From an optimization exercise on the open Yosys and OpenROAD flow, aimed at small area; shortcuts taken in it are not production practice. Only simulation tests tie the RTL to the original design; equivalence was not proved. Power and IR drop assume default switching activity.

==> flow/run.sh <==
#!/bin/bash
# synth_recipe.tcl (not shown) runs the flow's synth.tcl, then flattens the netlist and writes it again
# the make line also repeats each setting of config.mk as NAME=value (left out here)
make -C /OpenROAD-flow-scripts/flow DESIGN_CONFIG=/design/flow/config.mk WORK_HOME=/design/flow/orfs CLKGATE_MAP_FILE= SYNTH_SCRIPT=/design/flow/synth_recipe.tcl finish
==> flow/config.mk <==
export PLATFORM = sky130hd
export DESIGN_NAME = dmac
export DESIGN_NICKNAME = dmac
export VERILOG_FILES = /design/flow/design.v
export SDC_FILE = /design/flow/constraint.sdc
export NUM_CORES = 4
export LEC_CHECK = 0
export CAP_MARGIN = 20
export CORE_MARGIN = 2
export CORE_UTILIZATION = 40
export PLACE_DENSITY = 0.6
export SLEW_MARGIN = 20
==> flow/constraint.sdc <==
create_clock -name core_clock -period 10.0 [get_ports {HCLK}]
set_input_delay 2.0000 -clock core_clock [delete_from_list [all_inputs] [get_ports {HCLK}]]
set_output_delay 2.0000 -clock core_clock [all_outputs]
set_load 0.01 [all_outputs]
==> flow/design.v <==
`timescale 1ns/1ps
module fifo(
    input clk,
    input rstn,
    input clear,
    input wr,
    input rd,
    input [31:0]wdata,
    output reg [31:0]rdata ,
    output full,
    output empty
);
parameter n=7;
reg [31:0]mem [0:n];
reg [9:0]wr_ptr;
reg [9:0]rd_ptr;
reg full_in;
reg empty_in;
always @(posedge clk or negedge rstn)
    if (!rstn)
        wr_ptr<=0;
    else if (clear)
        wr_ptr<=0;
    else if (wr)
        wr_ptr<=wr_ptr+1;
always @(posedge clk or negedge rstn)
    if (!rstn)
        rd_ptr<=0;
    else if (clear)
        rd_ptr<=0;
    else if (rd)
        rd_ptr<=rd_ptr+1;
integer i;
always @(posedge clk or negedge rstn)
    if (!rstn) begin
        for (i=0; i<=n; i=i+1)
            mem[i]<=0;
    end
    else if (wr)
        mem[wr_ptr[2:0]]<=wdata;
always @(posedge clk or negedge rstn)
    if (!rstn)
        rdata<=0;
    else if (rd)
        rdata<=mem[rd_ptr[2:0]];
always @(posedge clk or negedge rstn)
    if (!rstn)
        full_in<=0;
    else if (wr && (wr_ptr+1==rd_ptr) && (~rd) || wr_ptr==n && rd_ptr==0 )           
        full_in<=1;
    else if (rd && (~wr)) 
        full_in<=0;
assign full=full_in || (wr && (wr_ptr+1==rd_ptr) && (~rd));
always @(posedge clk or negedge rstn)
    if (!rstn)
        empty_in<=1;
    else if (rd && (rd_ptr+1==wr_ptr) && (~wr))
        empty_in<=1;
    else if (wr && (~rd)) 
        empty_in<=0;
assign empty=empty_in || (rd && (rd_ptr+1==wr_ptr) && (~wr));
endmodule
`timescale 1ns/1ps
module channel(
    input clk,
    input rstn,
    input clr_0,
    input wr_0,
    input rd_0,
    input [31:0] wdata_0,
    output[31:0]rdata_0 ,
    output full_0,
    output empty_0,
    input clr_1,
    input wr_1,
    input rd_1,
    input [31:0] wdata_1,
    output[31:0]rdata_1 ,
    output full_1,
    output empty_1,
    input clr_2,
    input wr_2,
    input rd_2,
    input [31:0] wdata_2,
    output[31:0]rdata_2 ,
    output full_2,
    output empty_2,
    input clr_3,
    input wr_3,
    input rd_3,
    input [31:0] wdata_3,
    output[31:0]rdata_3 ,
    output full_3,
    output empty_3
);
fifo u0_fifo (
    .clk    (clk),
    .rstn   (rstn),
    .clear  (clr_0),
    .wr     (wr_0),
    .rd     (rd_0),
    .wdata  (wdata_0),
    .rdata  (rdata_0),
    .full   (full_0),
    .empty  (empty_0)
);
fifo u1_fifo (
    .clk    (clk),
    .rstn   (rstn),
    .clear  (clr_1),
    .wr     (wr_1),
    .rd     (rd_1),
    .wdata  (wdata_1),
    .rdata  (rdata_1),
    .full   (full_1),
    .empty  (empty_1)
);
fifo u2_fifo (
    .clk    (clk),
    .rstn   (rstn),
    .clear  (clr_2),
    .wr     (wr_2),
    .rd     (rd_2),
    .wdata  (wdata_2),
    .rdata  (rdata_2),
    .full   (full_2),
    .empty  (empty_2)
);
fifo u3_fifo (
    .clk    (clk),
    .rstn   (rstn),
    .clear  (clr_3),
    .wr     (wr_3),
    .rd     (rd_3),
    .wdata  (wdata_3),
    .rdata  (rdata_3),
    .full   (full_3),
    .empty  (empty_3)
);
endmodule
`timescale 1ns/1ps
module arbiter(
    input clk,
    input rstn,
    input req_0,
    input req_1,
    input req_2,
    input req_3,
    input ch_0_en,
    input ch_1_en,
    input ch_2_en,
    input ch_3_en,
    input target_0,
    input target_1,
    input target_2,
    input target_3,
    output reg en_0,
    output reg en_1,
    output reg en_2,
    output reg en_3,
    output reg ack_0,
    output reg ack_1,
    output reg ack_2,
    output reg ack_3,
    input      req_done,
    input      ch_0_t0_done,
    input      ch_1_t0_done,
    input      ch_2_t0_done,
    input      ch_3_t0_done,
    input      fifo_0_empty,
    input      fifo_1_empty,
    input      fifo_2_empty,
    input      fifo_3_empty,
    input      fifo_0_full,
    input      fifo_1_full,
    input      fifo_2_full,
    input      fifo_3_full
 );
parameter IDLE =9'b000000001;        
parameter ST_0 =9'b000000010;        
parameter W_0  =9'b000000100;        
parameter ST_1 =9'b000001000;
parameter W_1  =9'b000010000;
parameter ST_2 =9'b000100000;
parameter W_2  =9'b001000000;
parameter ST_3 =9'b010000000;
parameter W_3  =9'b100000000;
reg [8:0]cs;
reg [8:0]ns;
always @(posedge clk or negedge rstn)
    if (!rstn)
        cs<=IDLE;
    else 
        cs<=ns;
always @(*)
    case (cs)
        IDLE:begin
            if (req_0 && (~ack_0))
                ns=ST_0;
            else if (req_1 && (~ack_1))
                ns=ST_1;
            else if (req_2 && (~ack_2))
                ns=ST_2;
            else if (req_3 && (~ack_3))
                ns=ST_3;
            else if (ch_0_en && (~ch_0_t0_done) && (~target_0))      
                ns=ST_0;
            else if (ch_1_en && (~ch_1_t0_done) && (~target_1))
                ns=ST_1;
            else if (ch_2_en && (~ch_2_t0_done) && (~target_2))
                ns=ST_2;
            else if (ch_3_en && (~ch_3_t0_done) && (~target_3))
                ns=ST_3;
            else if (ch_0_en && (~fifo_0_empty) && (target_0))        
                ns=ST_0;
            else if (ch_1_en && (~fifo_1_empty) && (target_1))
                ns=ST_1;
            else if (ch_2_en && (~fifo_2_empty) && (target_2))
                ns=ST_2;
            else if (ch_3_en && (~fifo_3_empty) && (target_3))
                ns=ST_3;
            else 
                ns=IDLE;
            end
        ST_0:ns=W_0;         
        W_0 :begin
            if (~req_done) 
                ns=W_0;
            else if (req_1)
                ns=ST_1;
            else if (req_2)
                ns=ST_2;
            else if (req_3)
                ns=ST_3;
            else if (ch_1_en && (~ch_1_t0_done) && (~target_1))
                ns=ST_1;
            else if (ch_2_en && (~ch_2_t0_done) && (~target_2))
                ns=ST_2;
            else if (ch_3_en && (~ch_3_t0_done) && (~target_3))
                ns=ST_3;
            else if (ch_1_en && (~fifo_1_empty) && (target_1))
                ns=ST_1;
            else if (ch_2_en && (~fifo_2_empty) && (target_2))
                ns=ST_2;
            else if (ch_3_en && (~fifo_3_empty) && (target_3))
                ns=ST_3;
            else if (req_done)
                ns=IDLE;
            else 
                ns=W_0;
            end
        ST_1:
            ns=W_1;
        W_1 :begin
            if (~req_done)
                ns=W_1;
            else if (req_2)
                ns=ST_2;
            else if (req_3)
                ns=ST_3;
            else if (ch_2_en && (~ch_2_t0_done) && (~target_2))
                ns=ST_2;
            else if (ch_3_en && (~ch_3_t0_done) && (~target_3))
                ns=ST_3;
            else if (ch_2_en && (~fifo_2_empty) && (target_2))
                ns=ST_2;
            else if (ch_3_en && (~fifo_3_empty) && (target_3))
                ns=ST_3;
            else if (req_done)
                ns=IDLE;
            else 
                ns=W_1;
            end
        ST_2: 
            ns=W_2;
        W_2 :begin
            if (~req_done)
                ns=W_2;
            else if (req_3)
                ns=ST_3;
            else if (ch_3_en && (~ch_3_t0_done) && (~target_3))
                ns=ST_3;
            else if (ch_3_en && (~fifo_3_empty) && (target_3))
                ns=ST_3;
            else if (req_done)
                ns=IDLE;
            else 
                ns=W_2;
            end
        ST_3:
            ns=W_3;
        W_3 :begin
            if (~req_done)
                ns=W_3;
            else
                ns=IDLE;
            end
        default: 
            ns=IDLE;
    endcase
always @(posedge clk or negedge rstn)
    if (!rstn)
        en_0<=0;
    else if (ns==W_0)        
        en_0<=1;
    else 
        en_0<=0;
always @(posedge clk or negedge rstn)
    if (!rstn)
        en_1<=0;
    else if (ns==W_1)
        en_1<=1;
    else 
        en_1<=0;
always @(posedge clk or negedge rstn)
    if (!rstn)
        en_2<=0;
    else if (ns==W_2)
        en_2<=1;
    else 
        en_2<=0;
always @(posedge clk or negedge rstn)
    if (!rstn)
        en_3<=0;
    else if (ns==W_3)
        en_3<=1;
    else 
        en_3<=0;
always @(posedge clk or negedge rstn)
    if (!rstn)
        ack_0<=0;
    else if (cs==W_0  && req_done && req_0)       
        ack_0<=1;
    else 
        ack_0<=0;
always @(posedge clk or negedge rstn)
    if (!rstn)
        ack_1<=0;
    else if (cs==W_1  && req_done && req_1)
        ack_1<=1;
    else 
        ack_1<=0;
always @(posedge clk or negedge rstn)
    if (!rstn)
        ack_2<=0;
    else if (cs==W_2  && req_done && req_2)
        ack_2<=1;
    else 
        ack_2<=0; 
always @(posedge clk or negedge rstn)
    if (!rstn)
        ack_3<=0;
    else if (cs==W_3  && req_done && req_3)
        ack_3<=1;
    else 
        ack_3<=0;
endmodule
`timescale 1ns/1ps
module channel_ctrl(
    input clk,
    input rstn,
    input req_0,
    input req_1,
    input req_2,
    input req_3,
    output wr,
    output rd,
    output [31:0] addr,     
    output [31:0] wdata,
    input  [31:0] rdata,
    input         rd_en,
    input en_0,
    input en_1,
    input en_2,
    input en_3,
    input target_0,
    input target_1,
    input target_2,
    input target_3,
    input [9:0] ch_0_size,
    input [9:0] ch_1_size,
    input [9:0] ch_2_size,
    input [9:0] ch_3_size,
    input [31:0] ch_0_sour,
    input [31:0] ch_0_dest,
    input [31:0] ch_1_sour,
    input [31:0] ch_1_dest,
    input [31:0] ch_2_sour,
    input [31:0] ch_2_dest,
    input [31:0] ch_3_sour,
    input [31:0] ch_3_dest,
    input fifo_0_empty,
    input fifo_1_empty,
    input fifo_2_empty,
    input fifo_3_empty,
    input fifo_0_full,
    input fifo_1_full,
    input fifo_2_full,
    input fifo_3_full,
    output wr_fifo_0,
    output [31:0] wr_fifo_data_0,
    output rd_fifo_0,
    input  [31:0] rd_fifo_data_0,
    output wr_fifo_1,
    output [31:0] wr_fifo_data_1,
    output rd_fifo_1,
    input  [31:0] rd_fifo_data_1,
    output wr_fifo_2,
    output [31:0] wr_fifo_data_2,
    output rd_fifo_2,
    input  [31:0] rd_fifo_data_2,
    output wr_fifo_3,
    output [31:0] wr_fifo_data_3,
    output rd_fifo_3,
    input  [31:0] rd_fifo_data_3,
    input hready_in,
    output req_done,
    output reg ch_0_t0_done,             
    output reg ch_1_t0_done,
    output reg ch_2_t0_done,
    output reg ch_3_t0_done
);
parameter MAX_TRANS=8;
parameter TRANS_W=3; 
reg [9:0] cnt_t0_0;
reg [9:0] cnt_t0_1;
reg [9:0] cnt_t0_2;
reg [9:0] cnt_t0_3;
reg [TRANS_W-1:0] t0_cnt;
wire              t0_mt_done;
wire              peri_t0_req;
wire              peri_t1_req;
wire              mem_t0_req;
wire              mem_t1_req;
wire             ch0_t0_en;
wire             ch1_t0_en;
wire             ch2_t0_en;
wire             ch3_t0_en;
wire             ch0_t1_en;
wire             ch1_t1_en;
wire             ch2_t1_en;
wire             ch3_t1_en;
reg   [31:0]     rd_addr_0;
reg   [31:0]     rd_addr_1;
reg   [31:0]     rd_addr_2;
reg   [31:0]     rd_addr_3;
wire  [31:0]     t0_rm_addr;         
wire  [31:0]     t0_wp_addr;         
reg              t0_wr;
reg              t0_rd;
wire             t0_done;               
wire  [31:0]     t1_rp_addr;
wire  [31:0]     t1_wm_addr;
reg              t1_wr;
reg              t1_rd;
wire            wr_fifo;
wire     [31:0] wr_fifo_data;
wire            rd_fifo;
reg             en_0_d;
reg             en_1_d;
reg             en_2_d;
reg             en_3_d;
wire            en_0_r;
wire            en_1_r;
wire            en_2_r;
wire            en_3_r;
reg             en_0_r_d;
reg             en_1_r_d;
reg             en_2_r_d;
reg             en_3_r_d;
reg   [31:0] rd_addr_t1_0;
reg   [31:0] rd_addr_t1_1;
reg   [31:0] rd_addr_t1_2;
reg   [31:0] rd_addr_t1_3;
reg [5:0] s0_cs;
reg [5:0] s0_ns;
parameter S0_IDLE   = 6'b000000;
parameter S0_R_M    = 6'b000001;
parameter S0_WAIT_R = 6'b000010;
parameter S0_W_P    = 6'b000100;
parameter S0_WAIT_W = 6'b001000;
assign ch0_t0_en=en_0==1 && target_0==0;     
assign ch1_t0_en=en_1==1 && target_1==0;
assign ch2_t0_en=en_2==1 && target_2==0;
assign ch3_t0_en=en_3==1 && target_3==0;
assign peri_t0_req =(req_0 && ch0_t0_en && fifo_0_empty==0) || 
                    (req_1 && ch1_t0_en && fifo_1_empty==0) ||
                    (req_2 && ch2_t0_en && fifo_2_empty==0) ||
                    (req_3 && ch3_t0_en && fifo_3_empty==0) ;
assign mem_t0_req=(ch0_t0_en | ch1_t0_en | ch2_t0_en | ch3_t0_en ) && (~t0_done);
always @(posedge clk or negedge rstn)
    if (!rstn)
        s0_cs<=S0_IDLE;
    else 
        s0_cs<=s0_ns;
always @(*)
    case (s0_cs)
        S0_IDLE: if (peri_t0_req)
                    s0_ns=S0_W_P;
                 else if (mem_t0_req)
                    s0_ns=S0_R_M;
                 else 
                    s0_ns=S0_IDLE;
        S0_R_M:  s0_ns=S0_WAIT_R;
        S0_WAIT_R: if (rd_en && (t0_mt_done || t0_done ))       
                        s0_ns=S0_IDLE;
                   else if (rd_en && (~t0_mt_done)) 
                        s0_ns=S0_R_M;
                   else 
                        s0_ns=S0_WAIT_R;
        S0_W_P:  s0_ns=  S0_WAIT_W;
        S0_WAIT_W: if (hready_in)
                      s0_ns=S0_IDLE;
                   else 
                      s0_ns=  S0_WAIT_W;
        default : s0_ns=S0_IDLE;
    endcase
always @(posedge clk or negedge rstn)
    if (!rstn)
        cnt_t0_0<=0;
    else if (target_0)
        cnt_t0_0<=0;
    else if (en_0 && s0_cs==S0_R_M)
        cnt_t0_0<=cnt_t0_0+1;
always @(posedge clk or negedge rstn)
    if (!rstn)
        cnt_t0_1<=0;
    else if (target_1)
        cnt_t0_1<=0;
    else if (en_1 && s0_cs==S0_R_M)
        cnt_t0_1<=cnt_t0_1+1;
always @(posedge clk or negedge rstn)
    if (!rstn)
        cnt_t0_2<=0;
    else if (target_2)
        cnt_t0_2<=0;
    else if (en_2 && s0_cs==S0_R_M)
        cnt_t0_2<=cnt_t0_2+1;
always @(posedge clk or negedge rstn)
    if (!rstn)
        cnt_t0_3<=0;
    else if (target_3)
        cnt_t0_3<=0;
    else if (en_3 && s0_cs==S0_R_M)
        cnt_t0_3<=cnt_t0_3+1;
always @(posedge clk or negedge rstn)
    if (!rstn)
        t0_cnt<={(TRANS_W){1'b0}};
    else if (s0_cs==S0_IDLE)
        t0_cnt<={(TRANS_W){1'b0}};
    else if(s0_cs==S0_R_M)
        t0_cnt<=t0_cnt+1;
assign t0_mt_done=t0_cnt==0 && s0_cs==S0_WAIT_R;
always @(posedge clk or negedge rstn)
    if (!rstn)
        ch_0_t0_done<=0;
    else if (en_0 && target_0==0 && cnt_t0_0==ch_0_size)
        ch_0_t0_done<=1;
always @(posedge clk or negedge rstn)
    if (!rstn)
        ch_1_t0_done<=0;
    else if (en_1 && target_1==0 && cnt_t0_1==ch_1_size)
        ch_1_t0_done<=1;
always @(posedge clk or negedge rstn)
    if (!rstn)
        ch_2_t0_done<=0;
    else if (en_2 && target_2==0 && cnt_t0_2==ch_2_size)
        ch_2_t0_done<=1;
always @(posedge clk or negedge rstn)
    if (!rstn)
        ch_3_t0_done<=0;
    else if (en_3 && target_3==0 && cnt_t0_3==ch_3_size)
        ch_3_t0_done<=1;
assign t0_done=ch_0_t0_done | ch_1_t0_done | ch_2_t0_done | ch_3_t0_done;
always @(posedge clk or negedge rstn)
    if (!rstn)
        t0_wr<=0;
    else if (s0_cs==S0_W_P)
        t0_wr<=1;
    else 
        t0_wr<=0;
always @(posedge clk or negedge rstn)
    if (!rstn)
        t0_rd<=0;
    else if (s0_cs==S0_R_M)
        t0_rd<=1;
    else 
        t0_rd<=0;
always @(posedge clk or negedge rstn)
    if (!rstn)
        rd_addr_0<=0;
    else if (en_0 && cnt_t0_0==0)
        rd_addr_0<=ch_0_sour;
    else if (en_0 && s0_cs==S0_R_M)
        rd_addr_0<=rd_addr_0+4;              
always @(posedge clk or negedge rstn)
    if (!rstn)
        rd_addr_1<=0;
    else if (en_1 && cnt_t0_1==0)
        rd_addr_1<=ch_1_sour;
    else if (en_1 && s0_cs==S0_R_M)
        rd_addr_1<=rd_addr_1+4;
always @(posedge clk or negedge rstn)
    if (!rstn)
        rd_addr_2<=0;
    else if (en_2 && cnt_t0_2==0)
        rd_addr_2<=ch_2_sour;
    else if (en_2 && s0_cs==S0_R_M)
        rd_addr_2<=rd_addr_2+4;
always @(posedge clk or negedge rstn)
    if (!rstn)
        rd_addr_3<=0;
    else if (en_3 && cnt_t0_3==0)
        rd_addr_3<=ch_3_sour;
    else if (en_3 && s0_cs==S0_R_M)
        rd_addr_3<=rd_addr_3+4;
assign t0_rm_addr=(en_0)?rd_addr_0:
                  (en_1)?rd_addr_1:
                  (en_2)?rd_addr_2:
                  (en_3)?rd_addr_3:'d0;
assign t0_wp_addr=(en_0)?ch_0_dest:
                  (en_1)?ch_1_dest:
                  (en_2)?ch_2_dest:
                  (en_3)?ch_3_dest:'d0;
reg [5:0] s1_cs;
reg [5:0] s1_ns;
parameter S1_IDLE   = 6'b000000;
parameter S1_R_P    = 6'b000001;
parameter S1_WAIT_R = 6'b000010;
parameter S1_W_M    = 6'b000100;
parameter S1_WAIT_W = 6'b001000;
assign ch0_t1_en=en_0==1 && target_0==1;
assign ch1_t1_en=en_1==1 && target_1==1;
assign ch2_t1_en=en_2==1 && target_2==1;
assign ch3_t1_en=en_3==1 && target_3==1;
assign peri_t1_req =(req_0 && ch0_t1_en && fifo_0_full==0) ||
                    (req_1 && ch1_t1_en && fifo_1_full==0) ||
                    (req_2 && ch2_t1_en && fifo_2_full==0) ||
                    (req_3 && ch3_t1_en && fifo_3_full==0) ;  
assign mem_t1_req=ch0_t1_en | ch1_t1_en | ch2_t1_en | ch3_t1_en; 
always @(posedge clk or negedge rstn)
    if (!rstn)
        s1_cs<=S1_IDLE;
    else 
        s1_cs<=s1_ns;
always @(*)
    case (s1_cs)
        S1_IDLE: if (peri_t1_req)
                    s1_ns=S1_R_P;
                 else if (mem_t1_req)
                    s1_ns=S1_W_M;
                 else 
                    s1_ns=S1_IDLE;
        S1_R_P:  s1_ns=S1_WAIT_R;
        S1_WAIT_R: if (rd_en)
                        s1_ns=S1_IDLE;
                   else 
                        s1_ns=S1_WAIT_R;
        S1_W_M:  s1_ns=  S1_WAIT_W;
        S1_WAIT_W: if (hready_in)
                      s1_ns=S1_IDLE;
                   else 
                      s1_ns=  S1_WAIT_W;
        default : s1_ns=S1_IDLE;
    endcase 
always @(posedge clk or negedge rstn)
    if (!rstn)
        t1_wr<=0;
    else if (s1_cs==S1_W_M)
        t1_wr<=1;
    else 
        t1_wr<=0;
always @(posedge clk or negedge rstn)
    if (!rstn)
        t1_rd<=0;
    else if (s1_cs==S1_R_P)
        t1_rd<=1;
    else 
        t1_rd<=0;
always @(posedge clk or negedge rstn)
    if (!rstn) begin
        en_0_d<=0;
        en_1_d<=0;
        en_2_d<=0;
        en_3_d<=0;
    end
    else begin
        en_0_d<=en_0;
        en_1_d<=en_1;
        en_2_d<=en_2;
        en_3_d<=en_3;
    end
assign en_0_r=en_0 && (~en_0_d);
assign en_1_r=en_1 && (~en_1_d); 
assign en_2_r=en_2 && (~en_2_d);
assign en_3_r=en_3 && (~en_3_d);
always @(posedge clk or negedge rstn)
    if (!rstn) 
        en_0_r_d<=0;
    else if (en_0_r)
        en_0_r_d<=1;
always @(posedge clk or negedge rstn)
    if (!rstn) 
        en_1_r_d<=0;
    else if (en_1_r)
        en_1_r_d<=1;
always @(posedge clk or negedge rstn)
    if (!rstn) 
        en_2_r_d<=0;
    else if (en_2_r)
        en_2_r_d<=1;
always @(posedge clk or negedge rstn)
    if (!rstn) 
        en_3_r_d<=0;
    else if (en_3_r)
        en_3_r_d<=1;
always @(posedge clk or negedge rstn)
    if (!rstn)
        rd_addr_t1_0<=0;
    else if (en_0_r && (en_0_r_d==0) && (target_0==1) )
        rd_addr_t1_0<=ch_0_dest;
    else if (en_0 && s1_cs==S1_WAIT_W)
        rd_addr_t1_0<=rd_addr_t1_0+4;
always @(posedge clk or negedge rstn)
    if (!rstn)
        rd_addr_t1_1<=0;
    else if (en_1_r && (en_1_r_d==0) && (target_1==1) )
        rd_addr_t1_1<=ch_1_dest;
    else if (en_1 && s1_cs==S1_WAIT_W)
        rd_addr_t1_1<=rd_addr_t1_1+4;
always @(posedge clk or negedge rstn)
    if (!rstn)
        rd_addr_t1_2<=0;
    else if (en_2_r && (en_2_r_d==0) && (target_2==1) )
        rd_addr_t1_2<=ch_2_dest;
    else if (en_2 && s1_cs==S1_WAIT_W)
        rd_addr_t1_2<=rd_addr_t1_2+4;
always @(posedge clk or negedge rstn)
    if (!rstn)
        rd_addr_t1_3<=0;
    else if (en_3_r && (en_3_r_d==0) && (target_3==1) )
        rd_addr_t1_3<=ch_3_dest;
    else if (en_3 && s1_cs==S1_WAIT_W)
        rd_addr_t1_3<=rd_addr_t1_3+4;
assign t1_rp_addr=(en_0) ? ch_0_sour:(
                  (en_1) ? ch_1_sour:(
                  (en_2) ? ch_2_sour:(
                  (en_3) ? ch_3_sour: 0
                  )
                  )
                  );
assign t1_wm_addr=(en_0) ? rd_addr_t1_0:(
                  (en_1) ? rd_addr_t1_1:(
                  (en_2) ? rd_addr_t1_2:(
                  (en_3) ? rd_addr_t1_3: 0
                  )
                  )
                  );
assign wr_fifo      =rd_en; 
assign wr_fifo_data =rdata;
assign rd_fifo_t0   =s0_cs==S0_W_P;
assign rd_fifo_t1   =s1_cs==S1_W_M;
assign rd_fifo      =rd_fifo_t0 | rd_fifo_t1;
assign wr_fifo_0    =en_0 && wr_fifo;
assign rd_fifo_0    =en_0 && rd_fifo;
assign wr_fifo_data_0 = (en_0)? wr_fifo_data:0;
assign wr_fifo_1    =en_1 && wr_fifo;
assign rd_fifo_1    =en_1 && rd_fifo;
assign wr_fifo_data_1 = (en_1)? wr_fifo_data:0;
assign wr_fifo_2    =en_2 && wr_fifo;
assign rd_fifo_2    =en_2 && rd_fifo;
assign wr_fifo_data_2 = (en_2)? wr_fifo_data:0;
assign wr_fifo_3    =en_3 && wr_fifo;
assign rd_fifo_3    =en_3 && rd_fifo;
assign wr_fifo_data_3 = (en_3)? wr_fifo_data:0;
assign addr =(t0_rd)? t0_rm_addr:(
             (t0_wr)? t0_wp_addr:(
             (t1_rd)? t1_rp_addr:(
             (t1_wr)? t1_wm_addr:0
             )
             )
             );
assign wdata =(wr)?(
              (en_0)?rd_fifo_data_0:(
              (en_1)?rd_fifo_data_1:(
              (en_2)?rd_fifo_data_2:(
              (en_3)?rd_fifo_data_3:0
              )
              )
              )
              ):0;
assign  wr  =t0_wr |  t1_wr;
assign  rd  =t0_rd |  t1_rd;
assign req_done =(rd_en && t0_mt_done) || (rd_en && t0_done ) || 
                 (s0_cs==S0_WAIT_W && hready_in) || (s1_cs==S1_WAIT_R && rd_en)
                 || (s1_cs==S1_WAIT_W && hready_in);
endmodule
`timescale 1ns / 1ps
module ahb_ctrl(
    input clk,
    input rstn,
    input wr,
    input rd,
    input [31:0]addr,
    input [31:0]wdata,
    output [31:0]rdata,
    output rd_en,
    output hsel,
    output [1:0]htrans,
    output [2:0]hsize,
    output hwrite,
    output [31:0]haddr,
    output reg [31:0]hwdata,
    input hreadyin,
    input hresp,
    input [31:0]hrdata
);
parameter IDLE = 3'b001;
parameter S0 = 3'b010;
parameter S1 = 3'b100; 
reg [2:0] cs;
reg [2:0] ns;
reg [31:0] addr_reg;
reg [31:0] wdata_reg;
reg wr_reg ;
reg wr_reg2;
reg rd_reg ;
reg rd_reg2;
always @(posedge clk or negedge rstn) begin
    if(!rstn) 
        cs <= IDLE;
    else 
        cs <= ns;
end
always @(*) begin
    case (cs)
        IDLE : begin
            if(wr||rd)begin
                ns = S0;
            end 
            else begin
                ns = IDLE;
            end
            end
        S0 : begin
            ns = S1;
            end
        S1 :begin
                if(hreadyin==1'b1 && (wr||rd))      
                    ns = S0;
                else if(hreadyin==1'b1)
                    ns = IDLE;
                else 
                    ns = S1;         
            end
        default: ns = IDLE ;
    endcase
end
always@(posedge clk or negedge rstn) begin 
    if (!rstn) begin
        wr_reg <= 1'b0;
        wr_reg2 <= 1'b0;
        rd_reg <= 1'b0;
        rd_reg2<= 1'b0;
    end else begin
        wr_reg <= wr;
        rd_reg <= rd;
        wr_reg2 <=wr_reg;
        rd_reg2<= rd_reg;
    end
end
always@(posedge clk or negedge rstn) begin 
        if(!rstn) begin
            addr_reg<=32'h0;
        end else if(wr || rd) begin
            addr_reg<=addr;
        end
end
always@(posedge clk or negedge rstn) begin 
    if(!rstn) begin
        wdata_reg<=32'h0;
    end else if(wr) begin 
        wdata_reg<=wdata;
    end
end
assign hsel = (cs==S0)||(cs==S1 &&(wr_reg || rd_reg)) ;
assign htrans = ( hsel == 1'b1 )? 2'h2:2'h0;                     
assign hsize = ( hsel == 1'b1 )? 2'h2:2'h0;                      
assign hwrite =wr_reg ;
assign haddr = ( hsel == 1'b1 )?addr_reg:32'h0;
always@(posedge clk or negedge rstn) begin
    if(!rstn) begin
        hwdata<=32'h0;
    end else if(hsel) begin 
        hwdata<=wdata_reg;
    end 
end 
assign rd_en = cs == S1 && hreadyin==1'b1&& (rd_reg2);
assign rdata = (rd_en == 1'b1 ) ? hrdata : 32'h0; 
endmodule
`timescale 1ns / 10ps
module dmac_intf(
    input        HCLK       ,  
    input        HRESETn    , 
    input        HSEL       , 
    input        HREADY     , 
    input[1:0]   HTRANS     , 
    input[2:0]   HSIZE      , 
    input        HWRITE     , 
    input[31:0]  HADDR      , 
    input[31:0]  HWDATA     , 
    output       HREADYOUT  , 
    output       HRESP      , 
    output reg [31:0] HRDATA,
    output       ch_0_en    ,  
    output       ch_0_target,   
    output[9: 0] ch_0_size    , 
    output       ch_1_en    , 
    output       ch_1_target, 
    output[9: 0] ch_1_size    , 
    output       ch_2_en    , 
    output       ch_2_target,  
    output[9: 0] ch_2_size  , 
    output       ch_3_en    , 
    output       ch_3_target,  
    output[9: 0] ch_3_size ,
    output reg [31:0] ch_0_sour ,   
    output reg [31:0] ch_0_dest ,  
    output reg [31:0] ch_1_sour ,  
    output reg [31:0] ch_1_dest ,  
    output reg [31:0] ch_2_sour ,
    output reg [31:0] ch_2_dest ,
    output reg [31:0] ch_3_sour ,
    output reg [31:0] ch_3_dest  
);
parameter BASE_ADDR = 32'h40000000;
wire       ahb_access ;     
wire       ahb_read   ;     
reg        ahb_write   ;   
reg [31:0] haddr_d      ;  
reg [31:0] ch_0_ctrl      ; 
reg [31:0] ch_1_ctrl      ;
reg [31:0] ch_2_ctrl      ;
reg [31:0] ch_3_ctrl      ;
wire       ch_0_ctrl_en;      
wire       ch_0_sour_en;  
wire       ch_0_dest_en;  
wire       ch_1_ctrl_en;  
wire       ch_1_sour_en;  
wire       ch_1_dest_en;     
wire       ch_2_ctrl_en;  
wire       ch_2_sour_en;  
wire       ch_2_dest_en;
wire       ch_3_ctrl_en;
wire       ch_3_sour_en;
wire       ch_3_dest_en;
assign ahb_access = HTRANS[1] & HSEL & HREADY ;
assign ahb_read = ahb_access & (~HWRITE ) ;
always@(posedge HCLK or negedge HRESETn) begin
    if(!HRESETn)begin
        ahb_write <= 1'b0;
    end 
    else begin
        ahb_write <= ahb_access & HWRITE ;
    end
end
always@(posedge HCLK or negedge HRESETn) begin
    if(!HRESETn) begin
        haddr_d <= 32'h0 ;  
    end 
    else if(ahb_access & HWRITE) begin
        haddr_d <= HADDR ;
    end
end
assign ch_0_ctrl_en= (ahb_write==1'b1)&&(haddr_d==BASE_ADDR+0);
assign ch_0_sour_en= (ahb_write==1'b1)&&(haddr_d==BASE_ADDR+4);
assign ch_0_dest_en= (ahb_write==1'b1)&&(haddr_d==BASE_ADDR+8);
assign ch_1_ctrl_en= (ahb_write==1'b1)&&(haddr_d==BASE_ADDR+12); 
assign ch_1_sour_en= (ahb_write==1'b1)&&(haddr_d==BASE_ADDR+16); 
assign ch_1_dest_en= (ahb_write==1'b1)&&(haddr_d==BASE_ADDR+20); 
assign ch_2_ctrl_en= (ahb_write==1'b1)&&(haddr_d==BASE_ADDR+24); 
assign ch_2_sour_en= (ahb_write==1'b1)&&(haddr_d==BASE_ADDR+28); 
assign ch_2_dest_en= (ahb_write==1'b1)&&(haddr_d==BASE_ADDR+32); 
assign ch_3_ctrl_en= (ahb_write==1'b1)&&(haddr_d==BASE_ADDR+36); 
assign ch_3_sour_en= (ahb_write==1'b1)&&(haddr_d==BASE_ADDR+40); 
assign ch_3_dest_en= (ahb_write==1'b1)&&(haddr_d==BASE_ADDR+44); 
always@(posedge HCLK or negedge HRESETn) begin       
    if(!HRESETn) begin
        ch_0_ctrl<=32'h0;
    end else if(ch_0_ctrl_en) begin
        ch_0_ctrl<= HWDATA;                          
    end
end
always@(posedge HCLK or negedge HRESETn) begin
    if(!HRESETn) begin
        ch_0_sour<=32'h0 ;
    end else if(ch_0_sour_en) begin
        ch_0_sour<= HWDATA ;                         
    end
end
always@(posedge HCLK or negedge HRESETn) begin
    if(!HRESETn) begin
        ch_0_dest<=32'h0 ;
    end else if(ch_0_dest_en) begin 
        ch_0_dest<= HWDATA ;                         
    end
end
always@(posedge HCLK or negedge HRESETn) begin
    if(!HRESETn) begin
        ch_1_ctrl<=32'h0;
    end else if(ch_1_ctrl_en) begin
        ch_1_ctrl<= HWDATA;                         
    end
end
always@(posedge HCLK or negedge HRESETn) begin
    if(!HRESETn) begin
        ch_1_sour<=32'h0 ;
    end else if(ch_1_sour_en) begin
        ch_1_sour<= HWDATA ;                      
    end
end
always@(posedge HCLK or negedge HRESETn) begin
    if(!HRESETn) begin
        ch_1_dest<=32'h0 ;
    end else if(ch_1_dest_en) begin 
        ch_1_dest<= HWDATA ;                   
    end
end
always@(posedge HCLK or negedge HRESETn) begin
    if(!HRESETn) begin
        ch_2_ctrl<=32'h0;
    end else if(ch_2_ctrl_en) begin
        ch_2_ctrl<= HWDATA;                         
    end
end
always@(posedge HCLK or negedge HRESETn) begin
    if(!HRESETn) begin
        ch_2_sour<=32'h0 ;
    end else if(ch_2_sour_en) begin
        ch_2_sour<= HWDATA ;                      
    end
end
always@(posedge HCLK or negedge HRESETn) begin
    if(!HRESETn) begin
        ch_2_dest<=32'h0 ;
    end else if(ch_2_dest_en) begin 
        ch_2_dest<= HWDATA ;                   
    end
end
always@(posedge HCLK or negedge HRESETn) begin
    if(!HRESETn) begin
        ch_3_ctrl<=32'h0;
    end else if(ch_3_ctrl_en) begin
        ch_3_ctrl<= HWDATA;                         
    end
end
always@(posedge HCLK or negedge HRESETn) begin
    if(!HRESETn) begin
        ch_3_sour<=32'h0 ;
    end else if(ch_3_sour_en) begin
        ch_3_sour<= HWDATA ;                      
    end
end
always@(posedge HCLK or negedge HRESETn) begin
    if(!HRESETn) begin
        ch_3_dest<=32'h0 ;
    end else if(ch_3_dest_en) begin 
        ch_3_dest<= HWDATA ;                   
    end
end
assign ch_0_en = ch_0_ctrl[0] ;
assign ch_0_target= ch_0_ctrl[4] ;       
assign ch_0_size = ch_0_ctrl[17:8] ; 
assign ch_1_en = ch_1_ctrl[0] ;
assign ch_1_target= ch_1_ctrl[4] ;
assign ch_1_size = ch_1_ctrl[17:8] ;
assign ch_2_en = ch_2_ctrl[0] ;
assign ch_2_target= ch_2_ctrl[4] ;
assign ch_2_size = ch_2_ctrl[17:8] ;
assign ch_3_en = ch_3_ctrl[0] ;
assign ch_3_target= ch_3_ctrl[4] ;
assign ch_3_size = ch_3_ctrl[17:8] ;
always@(posedge HCLK or negedge HRESETn)begin
    if(!HRESETn) begin
        HRDATA <= 32'h0;
    end else if(ahb_read==1'b1 && HADDR==BASE_ADDR+0 )begin
        HRDATA <= ch_0_ctrl;
    end else if(ahb_read==1'b1 && HADDR==BASE_ADDR+4 )begin
        HRDATA <= ch_0_sour;
    end else if(ahb_read==1'b1 && HADDR==BASE_ADDR+8 )begin
        HRDATA <= ch_0_dest;
    end else if(ahb_read==1'b1 && HADDR==BASE_ADDR+12)begin
        HRDATA <= ch_1_ctrl;
    end else if(ahb_read==1'b1 && HADDR==BASE_ADDR+16)begin
        HRDATA <= ch_1_sour;
    end else if(ahb_read==1'b1 && HADDR==BASE_ADDR+20)begin
        HRDATA <= ch_1_dest;
    end else if(ahb_read==1'b1 && HADDR==BASE_ADDR+24)begin
        HRDATA <= ch_2_ctrl;
    end else if(ahb_read==1'b1 && HADDR==BASE_ADDR+28)begin
        HRDATA <= ch_2_sour;
    end else if(ahb_read==1'b1 && HADDR==BASE_ADDR+32)begin
        HRDATA <= ch_2_dest;
    end else if(ahb_read==1'b1 && HADDR==BASE_ADDR+36)begin
        HRDATA <= ch_3_ctrl;
    end else if(ahb_read==1'b1 && HADDR==BASE_ADDR+40)begin 
        HRDATA <= ch_3_sour;
    end else if(ahb_read==1'b1 && HADDR==BASE_ADDR+44)begin 
        HRDATA <= ch_3_dest;
    end
end
assign HRESP = 0;            
assign HREADYOUT = 1;       
endmodule
`timescale 1ns/1ps
module dmac(
input             HCLK,
input             HRESETn,
input             HSEL_SLV,
input             HREADYIN_SLV,
input       [1: 0]HTRANS_SLV,
input       [2: 0]HSIZE_SLV,
input             HWRITE_SLV,
input       [31:0]HADDR_SLV,
input       [31:0]HWDATA_SLV,
output            HREADYOUT_SLV,
output            HRESP_SLV,
output      [31:0]HRDATA_SLV,
output            HSEL,
output      [1: 0]HTRANS,
output      [2: 0]HSIZE,
output            HWRITE,
output      [31:0]HADDR,
output      [31:0]HWDATA,
input             HREADY_IN, 
input             HRESP,
input       [31:0]HRDATA,
input           req_0,
output          ack_0,
input           req_1,
output          ack_1,
input           req_2,
output          ack_2,
input           req_3,
output          ack_3
);
wire [9:0]ch_0_size;
wire [9:0]ch_1_size;
wire [9:0]ch_2_size;
wire [9:0]ch_3_size;
wire [31:0]ch_0_sour;
wire [31:0]ch_0_dest;
wire [31:0]ch_1_sour;
wire [31:0]ch_1_dest;
wire [31:0]ch_2_sour;
wire [31:0]ch_2_dest;
wire [31:0]ch_3_sour;
wire [31:0]ch_3_dest;
wire [31:0]addr;
wire [31:0]wdata;
wire [31:0]rdata;
wire [31:0]wr_fifo_data_0;
wire [31:0]rd_fifo_data_0;
wire [31:0]wr_fifo_data_1;
wire [31:0]rd_fifo_data_1;
wire [31:0]wr_fifo_data_2;
wire [31:0]rd_fifo_data_2;
wire [31:0]wr_fifo_data_3;
wire [31:0]rd_fifo_data_3;
dmac_intf dmac_intface(
.HCLK       (      HCLK   ),
.HRESETn    (      HRESETn),
.HSEL       (     HSEL_SLV),
.HREADY     (   HREADYIN_SLV), 
.HTRANS     (   HTRANS_SLV),
.HSIZE      (    HSIZE_SLV),
.HWRITE     (   HWRITE_SLV),
.HADDR      (    HADDR_SLV),
.HWDATA     (   HWDATA_SLV),
.HREADYOUT  (HREADYOUT_SLV), 
.HRESP      (    HRESP_SLV),
.HRDATA     (   HRDATA_SLV),
.ch_0_en    (ch_0_en    ),
.ch_0_target(ch_0_target),
.ch_0_size  (ch_0_size  ),
.ch_1_en    (ch_1_en    ),
.ch_1_target(ch_1_target),
.ch_1_size  (ch_1_size  ),
.ch_2_en    (ch_2_en    ),
.ch_2_target(ch_2_target),
.ch_2_size  (ch_2_size  ),
.ch_3_en    (ch_3_en    ),
.ch_3_target(ch_3_target),
.ch_3_size  (ch_3_size  ),
.ch_0_sour  (ch_0_sour  ),
.ch_0_dest  (ch_0_dest  ),
.ch_1_sour  (ch_1_sour  ),
.ch_1_dest  (ch_1_dest  ),
.ch_2_sour  (ch_2_sour  ),
.ch_2_dest  (ch_2_dest  ),
.ch_3_sour  (ch_3_sour  ),
.ch_3_dest  (ch_3_dest  )
);
ahb_ctrl dmac_ahb_ctrl(
.clk       (HCLK     ),
.rstn       (HRESETn  ),
.wr        (wr       ),
.rd        (rd       ),
.addr      (addr     ),
.wdata     (wdata    ),
.rdata     (rdata    ),
.rd_en     (rd_en    ),
.hsel      (     HSEL),
.htrans    (   HTRANS),
.hsize     (    HSIZE),
.hwrite    (   HWRITE),
.haddr     (    HADDR),
.hwdata    (   HWDATA),
.hreadyin (HREADY_IN), 
.hresp     (    HRESP),
.hrdata    (   HRDATA)
);
channel_ctrl dmac_channel_ctrl(
.clk            (HCLK   )       ,
.rstn            (HRESETn)       ,
.req_0          (req_0   )      ,
.req_1          (req_1   )      ,
.req_2          (req_2   )      ,
.req_3          (req_3   )      ,
.wr             (wr      )      ,
.rd             (rd      )      ,
.addr           (addr    )      ,
.wdata          (wdata   )      ,
.rdata          (rdata   )      ,
.rd_en          (rd_en   )      ,
.en_0           (en_0    )      ,
.en_1           (en_1    )      ,
.en_2           (en_2    )      ,
.en_3           (en_3    )      ,
.target_0       (ch_0_target)   ,
.target_1       (ch_1_target)   ,
.target_2       (ch_2_target)   ,
.target_3       (ch_3_target)   ,
.ch_0_size      (ch_0_size)     ,
.ch_1_size      (ch_1_size)     ,
.ch_2_size      (ch_2_size)     ,
.ch_3_size      (ch_3_size)     ,
.ch_0_sour      (ch_0_sour)     ,
.ch_0_dest      (ch_0_dest)     ,
.ch_1_sour      (ch_1_sour)     ,
.ch_1_dest      (ch_1_dest)     ,
.ch_2_sour      (ch_2_sour)     ,
.ch_2_dest      (ch_2_dest)     ,
.ch_3_sour      (ch_3_sour)     ,
.ch_3_dest      (ch_3_dest)     ,
.fifo_0_empty   (fifo_0_empty  ),
.fifo_1_empty   (fifo_1_empty  ),
.fifo_2_empty   (fifo_2_empty  ),
.fifo_3_empty   (fifo_3_empty  ),
.fifo_0_full    (fifo_0_full   ),
.fifo_1_full    (fifo_1_full   ),
.fifo_2_full    (fifo_2_full   ),
.fifo_3_full    (fifo_3_full   ),
.wr_fifo_0      (wr_fifo_0     ),
.wr_fifo_data_0 (wr_fifo_data_0),
.rd_fifo_0      (rd_fifo_0     ),
.rd_fifo_data_0 (rd_fifo_data_0),
.wr_fifo_1      (wr_fifo_1     ),
.wr_fifo_data_1 (wr_fifo_data_1),
.rd_fifo_1      (rd_fifo_1     ),
.rd_fifo_data_1 (rd_fifo_data_1),
.wr_fifo_2      (wr_fifo_2     ),
.wr_fifo_data_2 (wr_fifo_data_2),
.rd_fifo_2      (rd_fifo_2     ),
.rd_fifo_data_2 (rd_fifo_data_2),
.wr_fifo_3      (wr_fifo_3     ),
.wr_fifo_data_3 (wr_fifo_data_3),
.rd_fifo_3      (rd_fifo_3     ),
.rd_fifo_data_3 (rd_fifo_data_3),
.hready_in         (HREADY_IN)     , 
.req_done       (req_done)      ,
.ch_0_t0_done   (ch_0_t0_done)  ,
.ch_1_t0_done   (ch_1_t0_done)  ,
.ch_2_t0_done   (ch_2_t0_done)  ,
.ch_3_t0_done   (ch_3_t0_done)
);
arbiter dmac_arbiter(
.clk          (HCLK         ),
.rstn          (HRESETn      ),
.req_0        (req_0       ),
.req_1        (req_1       ),
.req_2        (req_2       ),
.req_3        (req_3       ),
.ch_0_en      (ch_0_en     ),
.ch_1_en      (ch_1_en     ),
.ch_2_en      (ch_2_en     ),
.ch_3_en      (ch_3_en     ),
.target_0     (ch_0_target ),
.target_1     (ch_1_target ),
.target_2     (ch_2_target ),
.target_3     (ch_3_target ),
.en_0         (en_0        ),
.en_1         (en_1        ),
.en_2         (en_2        ),
.en_3         (en_3        ),
.ack_0        (ack_0       ),
.ack_1        (ack_1       ),
.ack_2        (ack_2       ),
.ack_3        (ack_3       ),
.req_done     (req_done    ),
.ch_0_t0_done (ch_0_t0_done),
.ch_1_t0_done (ch_1_t0_done),
.ch_2_t0_done (ch_2_t0_done),
.ch_3_t0_done (ch_3_t0_done),
.fifo_0_empty (fifo_0_empty),
.fifo_1_empty (fifo_1_empty),
.fifo_2_empty (fifo_2_empty),
.fifo_3_empty (fifo_3_empty),
.fifo_0_full  (fifo_0_full ),
.fifo_1_full  (fifo_1_full ),
.fifo_2_full  (fifo_2_full ),
.fifo_3_full  (fifo_3_full )
);
channel dmac_channel(
.    clk (HCLK   )             ,
.    rstn (HRESETn)             ,
.  clr_0 (1'b0)                ,
.   wr_0 (     wr_fifo_0)      ,
.   rd_0 (     rd_fifo_0)      ,
.wdata_0 (wr_fifo_data_0)      ,
.rdata_0 (rd_fifo_data_0)      ,
. full_0 (        fifo_0_full) ,
.empty_0 (        fifo_0_empty),
.  clr_1 (1'b0)                ,
.   wr_1 (     wr_fifo_1)      ,
.   rd_1 (     rd_fifo_1)      ,
.wdata_1 (wr_fifo_data_1)      ,
.rdata_1 (rd_fifo_data_1)      ,
. full_1 (        fifo_1_full) ,
.empty_1 (        fifo_1_empty),
.  clr_2 (1'b0)                ,
.   wr_2 (     wr_fifo_2)      ,
.   rd_2 (     rd_fifo_2)      ,
.wdata_2 (wr_fifo_data_2)      ,
.rdata_2 (rd_fifo_data_2)      ,
. full_2 (        fifo_2_full) ,
.empty_2 (        fifo_2_empty),
.  clr_3 (1'b0)                ,
.   wr_3 (     wr_fifo_3)      ,
.   rd_3 (     rd_fifo_3)      ,
.wdata_3 (wr_fifo_data_3)      ,
.rdata_3 (rd_fifo_data_3)      ,
. full_3 (        fifo_3_full) ,
.empty_3 (        fifo_3_empty)
);
endmodule 
==> insert_results.sql <==
INSERT INTO impl_metrics (metric_group, metric, value, unit) VALUES
('sta', 'max_freq', '0.170', 'GHz'),
('critical_path', 'timing.critical_path.slowest_stage_cell', 'sky130_fd_sc_hd__buf_4', ''),
('yosys', 'synth-edff-count', '0', ''),
('floorplan', 'die_w', '510', 'um'),
('final_layout', 'layout-drive-gt1-share', '24.6', '%'),
('global_routing', 'grt_start_max_net_pins', '183', ''),
('global_routing', 'number_of_global_route_vias_before_repair', '76900', ''),
('yosys', 'synth_async_sr_flop_share', '100', '%'),
('clock_tree', 'cts_h_tree_depth', '4', ''),
('sta', 'finClkSkew', '126', 'ps'),
('global_routing', 'grt_first_pass_wirelength', '536000', 'um'),
('yosys', 'synth.distinct_cells', '89', ''),
('critical_path', 'worst_setup_path_start_kind', 'flop', ''),
('clock_tree', 'clk-insertion-delay-late', '930', 'ps'),
('final_layout', 'area.growth.synth_to_final', '13.0', '%'),
('clock_tree', 'cts_tree', 'yes', ''),
('clock_tree', 'cts.repair.resized', '0', ''),
('critical_path', 'worst_ep_required_time', '8000', 'ps'),
('critical_path', 'cp_num_buf_inv', '2', ''),
('critical_path', 'timing.setup.critical_path_class', 'flop to primary output', ''),
('sta', 'max-slew-margin-rel', '21.0', '%'),
('final_layout', 'finish.net_count', '9268', ''),
('floorplan', 'floorplan.initialDensity', '40.2', '%'),
('placement', 'placer_congestion_estimate', '0.993', ''),
('critical_path', 'max_stage_delay', '840', 'ps'),
('detailed_routing', 'dr_total_vias', '77300', ''),
('sta', 'final-max-slew-violation-count', '0', ''),
('critical_path', 'timing.critical_path.arrival', '3890', 'ps'),
('clock_tree', 'numCtsBuffers', '228', ''),
('clock_tree', 'ctsHoldBuffers', '0', ''),
('placement', 'dpl.hpwl', '243000', 'um'),
('yosys', 'synth.avg_cell_area', '11.1', 'um2'),
('detailed_routing', 'detailedRoute.firstPassIterationCount', '7', ''),
('critical_path', 'worst_path_dominant_cell_family', 'buffers and inverters', ''),
('detailed_routing', 'vias_per_cell', '6.11', ''),
('sta', 'period_share', '58.9', '%'),
('worst_hold_path', 'worstHoldPathType', 'flop to flop', ''),
('clock_tree', 'clk_path_buf_depth', '3', ''),
('job', 'cap_violations', '0', ''),
('power_and_ir_drop', 'vdd_ir_drop_max', '0.184', 'mV'),
('power_and_ir_drop', 'pwr_density_cell', '191', 'nW/um2'),
('placement', 'portBuffers', '210', ''),
('clock_tree', 'cts_setup_buffers', '0', ''),
('global_routing', 'globalRouteTotalUtil', '28.0', '%'),
('sta', 'worstMarginPinSlew', '1180', 'ps'),
('floorplan', 'die_height', '510', 'um'),
('clock_tree', 'clk_pin_slew_worst_paths', '60', 'ps'),
('critical_path', 'worstSetupEndpointType', 'primary output', ''),
('yosys', 'mappedNetlistArea', '102000', 'um2'),
('yosys', 'synth_top_flop_cell', 'sky130_fd_sc_hd__dfrtp_1', ''),
('detailed_routing', 'detail_route.iter0.violations', '8705', ''),
('yosys', 'yosys_warnings', '44', ''),
('sta', 'layout_min_cycle_time', '5890', 'ps'),
('sta', 'total_negative_setup_slack', '0', 'ps'),
('yosys', 'syn_inst', '9212', ''),
('detailed_routing', 'detail_route.wl_per_cell', '29.2', 'um'),
('clock_tree', 'ctsRootBufferMaster', 'sky130_fd_sc_hd__clkbuf_16', ''),
('clock_tree', 'cts_sinks', '2131', ''),
('placement', 'placed_cells_incl_taps', '12200', ''),
('final_layout', 'final_cell_count_no_fill', '12700', ''),
('floorplan', 'fp.coreArea', '254000', 'um2'),
('yosys', 'synth_seq_cells', '2131', ''),
('floorplan', 'total_number_of_placement_rows', '185', ''),
('sta', 'hold_viol', '0', ''),
('global_routing', 'grt_overflow', '0', ''),
('yosys', 'ys_seq_area_share', '52.2', '%'),
('floorplan', 'top_level_ports', '221', ''),
('outcome', 'status', 'finished clean', ''),
('floorplan', 'floorplan.die_area', '260000', 'um2'),
('sta', 'final-setup-viol-count', '0', ''),
('critical_path', 'worst-path-max-fanout', '63', ''),
('sta', 'grt_setup_unrepaired', 'no', ''),
('global_routing', 'grt_antenna_before_repair', '35', ''),
('power_and_ir_drop', 'leakage', '51.6', 'nW'),
('critical_path', 'cells_traversed_along_the_worst_timing_path', 'nor2b_1 > o21ai_0 > a21oi_4 > buf_4 > and2_1 > clkdlybuf4s50_1', ''),
('detailed_routing', 'route.antenna.remaining_nets', '0', ''),
('detailed_routing', 'remaining_drc_errors', '0', ''),
('detailed_routing', 'wirelength', '370000', 'um');
[placed cells by master, fill, tap and decap left out, types with 24 or more instances in the layout]
cell,instances
sky130_fd_sc_hd__clkbuf_16,228
sky130_fd_sc_hd__xor2_1,252
sky130_fd_sc_hd__a211oi_1,44
sky130_fd_sc_hd__and2_1,62
sky130_fd_sc_hd__o22ai_1,59
sky130_fd_sc_hd__nor2b_1,27
sky130_fd_sc_hd__a21oi_1,449
sky130_fd_sc_hd__nand4_1,89
sky130_fd_sc_hd__or3_1,24
sky130_fd_sc_hd__dfrtp_1,2117
sky130_fd_sc_hd__nor4_1,63
sky130_fd_sc_hd__xnor2_1,163
sky130_fd_sc_hd__inv_1,73
sky130_fd_sc_hd__clkdlybuf4s50_1,207
sky130_fd_sc_hd__and3_1,58
sky130_fd_sc_hd__nand3_1,174
sky130_fd_sc_hd__a31oi_1,74
sky130_fd_sc_hd__ha_1,66
sky130_fd_sc_hd__a221oi_1,101
sky130_fd_sc_hd__clkinv_2,29
sky130_fd_sc_hd__o21ai_0,632
sky130_fd_sc_hd__a22oi_1,140
sky130_fd_sc_hd__nor3_1,96
sky130_fd_sc_hd__buf_4,187
sky130_fd_sc_hd__clkbuf_1,64
sky130_fd_sc_hd__mux2_2,1596
sky130_fd_sc_hd__mux2i_1,31
sky130_fd_sc_hd__a221o_1,188
sky130_fd_sc_hd__a222oi_1,129
sky130_fd_sc_hd__nand2_1,881
sky130_fd_sc_hd__clkbuf_8,53
sky130_fd_sc_hd__o221ai_1,33
sky130_fd_sc_hd__nor2_1,471
[routing by layer]
metal,track usage (%),share of wire (%),routed length [um],vias to the layer above
met4,14.5,5.8,21300,14
met1,36.0,40,149000,39900
met3,6.82,8.6,31700,812
met2,43.8,45,168000,3394
li1,-,-,-,33200
met5,0,0.020,75,-
[metrics by stage]
stage	power (mW)	hold WS [ps]	area [um2]	setup slack (ps)	util, %
5_1_grt	22.8	390	115000	3930	45.4
4_1_cts	22.1	380	115000	4050	45.4
2_1_floorplan	11.7	349	102000	5660	-
3_3_place_gp	13.2	378	108000	3450	42.3
6_report	22.0	376	116000	4110	45.4
3_5_place_dp	13.3	375	108000	3480	42.3
[cell type report]
| cell class | instances | area [um2] |
|---|---|---|
| diodes | 17 | 42.5 |
| clock buffers | 345 | 6680 |
| clock inverters | 69 | 1140 |
| fillers | 23200 | 139000 |
| inverters | 76 | 290 |
| multi-input cells | 6242 | 46000 |
| flip-flops and latches | 2131 | 53400 |
| well taps | 3366 | 4210 |
| repair buffers | 411 | 3790 |
[cells in the mapped netlist (8+ instances only)]
| library cell | number | area, um2 |
|---|---|---|
| sky130_fd_sc_hd__dfrtp_1 | 2125 | 53200 |
| sky130_fd_sc_hd__mux2_2 | 1596 | 18000 |
| sky130_fd_sc_hd__nand2_1 | 905 | 3400 |
| sky130_fd_sc_hd__o21ai_0 | 633 | 3170 |
| sky130_fd_sc_hd__clkbuf_1 | 587 | 2200 |
| sky130_fd_sc_hd__nor2_1 | 477 | 1790 |
| sky130_fd_sc_hd__a21oi_1 | 451 | 2260 |
| sky130_fd_sc_hd__xor2_1 | 252 | 2210 |
| sky130_fd_sc_hd__a221o_1 | 188 | 1880 |
| sky130_fd_sc_hd__nand3_1 | 183 | 916 |
| sky130_fd_sc_hd__xnor2_1 | 163 | 1430 |
| sky130_fd_sc_hd__buf_1 | 151 | 567 |
| sky130_fd_sc_hd__a22oi_1 | 140 | 1050 |
| sky130_fd_sc_hd__a222oi_1 | 129 | 1290 |
| sky130_fd_sc_hd__nor3_1 | 107 | 536 |
| sky130_fd_sc_hd__a221oi_1 | 101 | 885 |
| sky130_fd_sc_hd__nand4_1 | 89 | 557 |
| sky130_fd_sc_hd__a31oi_1 | 74 | 463 |
| sky130_fd_sc_hd__inv_1 | 73 | 274 |
| sky130_fd_sc_hd__ha_1 | 66 | 826 |
| sky130_fd_sc_hd__nor4_1 | 66 | 413 |
| sky130_fd_sc_hd__and2_1 | 64 | 400 |
| sky130_fd_sc_hd__and3_1 | 61 | 382 |
| sky130_fd_sc_hd__o22ai_1 | 59 | 369 |
| sky130_fd_sc_hd__a211oi_1 | 44 | 330 |
| sky130_fd_sc_hd__o221ai_1 | 33 | 289 |
| sky130_fd_sc_hd__mux2i_1 | 31 | 310 |
| sky130_fd_sc_hd__nor2b_1 | 31 | 194 |
| sky130_fd_sc_hd__or3_1 | 24 | 150 |
| sky130_fd_sc_hd__nand2b_1 | 21 | 131 |
| sky130_fd_sc_hd__o31ai_1 | 20 | 150 |
| sky130_fd_sc_hd__a22o_1 | 19 | 166 |
| sky130_fd_sc_hd__buf_2 | 18 | 90.1 |
| sky130_fd_sc_hd__and4_1 | 17 | 149 |
| sky130_fd_sc_hd__or4_1 | 17 | 128 |
| sky130_fd_sc_hd__or2_2 | 14 | 87.6 |
| sky130_fd_sc_hd__nor4b_1 | 12 | 105 |
| sky130_fd_sc_hd__o21a_1 | 11 | 82.6 |
| sky130_fd_sc_hd__o21ai_1 | 10 | 50.1 |
| sky130_fd_sc_hd__a21o_1 | 9 | 67.6 |
| sky130_fd_sc_hd__buf_4 | 9 | 67.6 |
| sky130_fd_sc_hd__a31o_2 | 8 | 70.1 |
| sky130_fd_sc_hd__o32ai_1 | 8 | 70.1 |
[path summary, 6_finish.rpt]
kind	slack [ps]	start	cells past startpoint	end
min	380	dmac_ahb_ctrl.rd_reg	0	dmac_ahb_ctrl.rd_reg2
min reg2reg	380	dmac_ahb_ctrl.rd_reg	0	dmac_ahb_ctrl.rd_reg2
max reg2reg	5680	dmac_arbiter.en_1	7	dmac_arbiter.cs[0]
max	4110	dmac_ahb_ctrl.cs[2]	6	HADDR[0]
min in group asynchronous	1000	HRESETn	1	dmac_intface.ch_1_dest[28]
max in group asynchronous	6680	HRESETn	3	dmac_channel.u1_fifo.wr_ptr[8]
[kinds of logic (layout without fill, tap and decap cells)]
logic type,after synthesis,after routing,synth area share [%]
AND/OR/NAND/NOR,2136,2136,9.59
AO/OA/AOI/OAI,1993,1993,12.8
flip-flops,2131,2131,52.2
adder cells (fa/ha/maj),66,66,0.808
multiplexers,1627,1627,17.9
buffers and inverters,842,901,3.15
other,2,22,0.00735
XOR/XNOR,415,415,3.55
[power by group]
part	total, mW	switching [mW]	internal [mW]
Clock	8.80	3.72	5.08
Combinational	3.12	2.06	1.06
Sequential	10.1	0.834	9.26

## afterwards: timing with drivers on the ports
Ports are ideal in the flow. The routed layout listed here was re-timed in OpenROAD. Step 1 sets driving cells, clkbuf_16 on the clock port and buf_2 on the other inputs (assumed; they add their load-dependent delay and slew). Step 2 times the ports against the registers' clock, not the clock port: input delays grow and output delays shrink by t, the midpoint of the rising clock arrivals with the driver on. a / b / c = ideal ports / drivers / drivers and shift; a / b = the first two.
shift t [ns]: 0.960
slack for setup (ns): 4.107 / 4.015 / 3.259
slew at the worst register clock pin (ns): 0.07 / 0.07
After both steps setup and hold are still met in this run. The setup slack of this run moves by -0.092 ns with the drivers and by -0.848 ns with both steps.
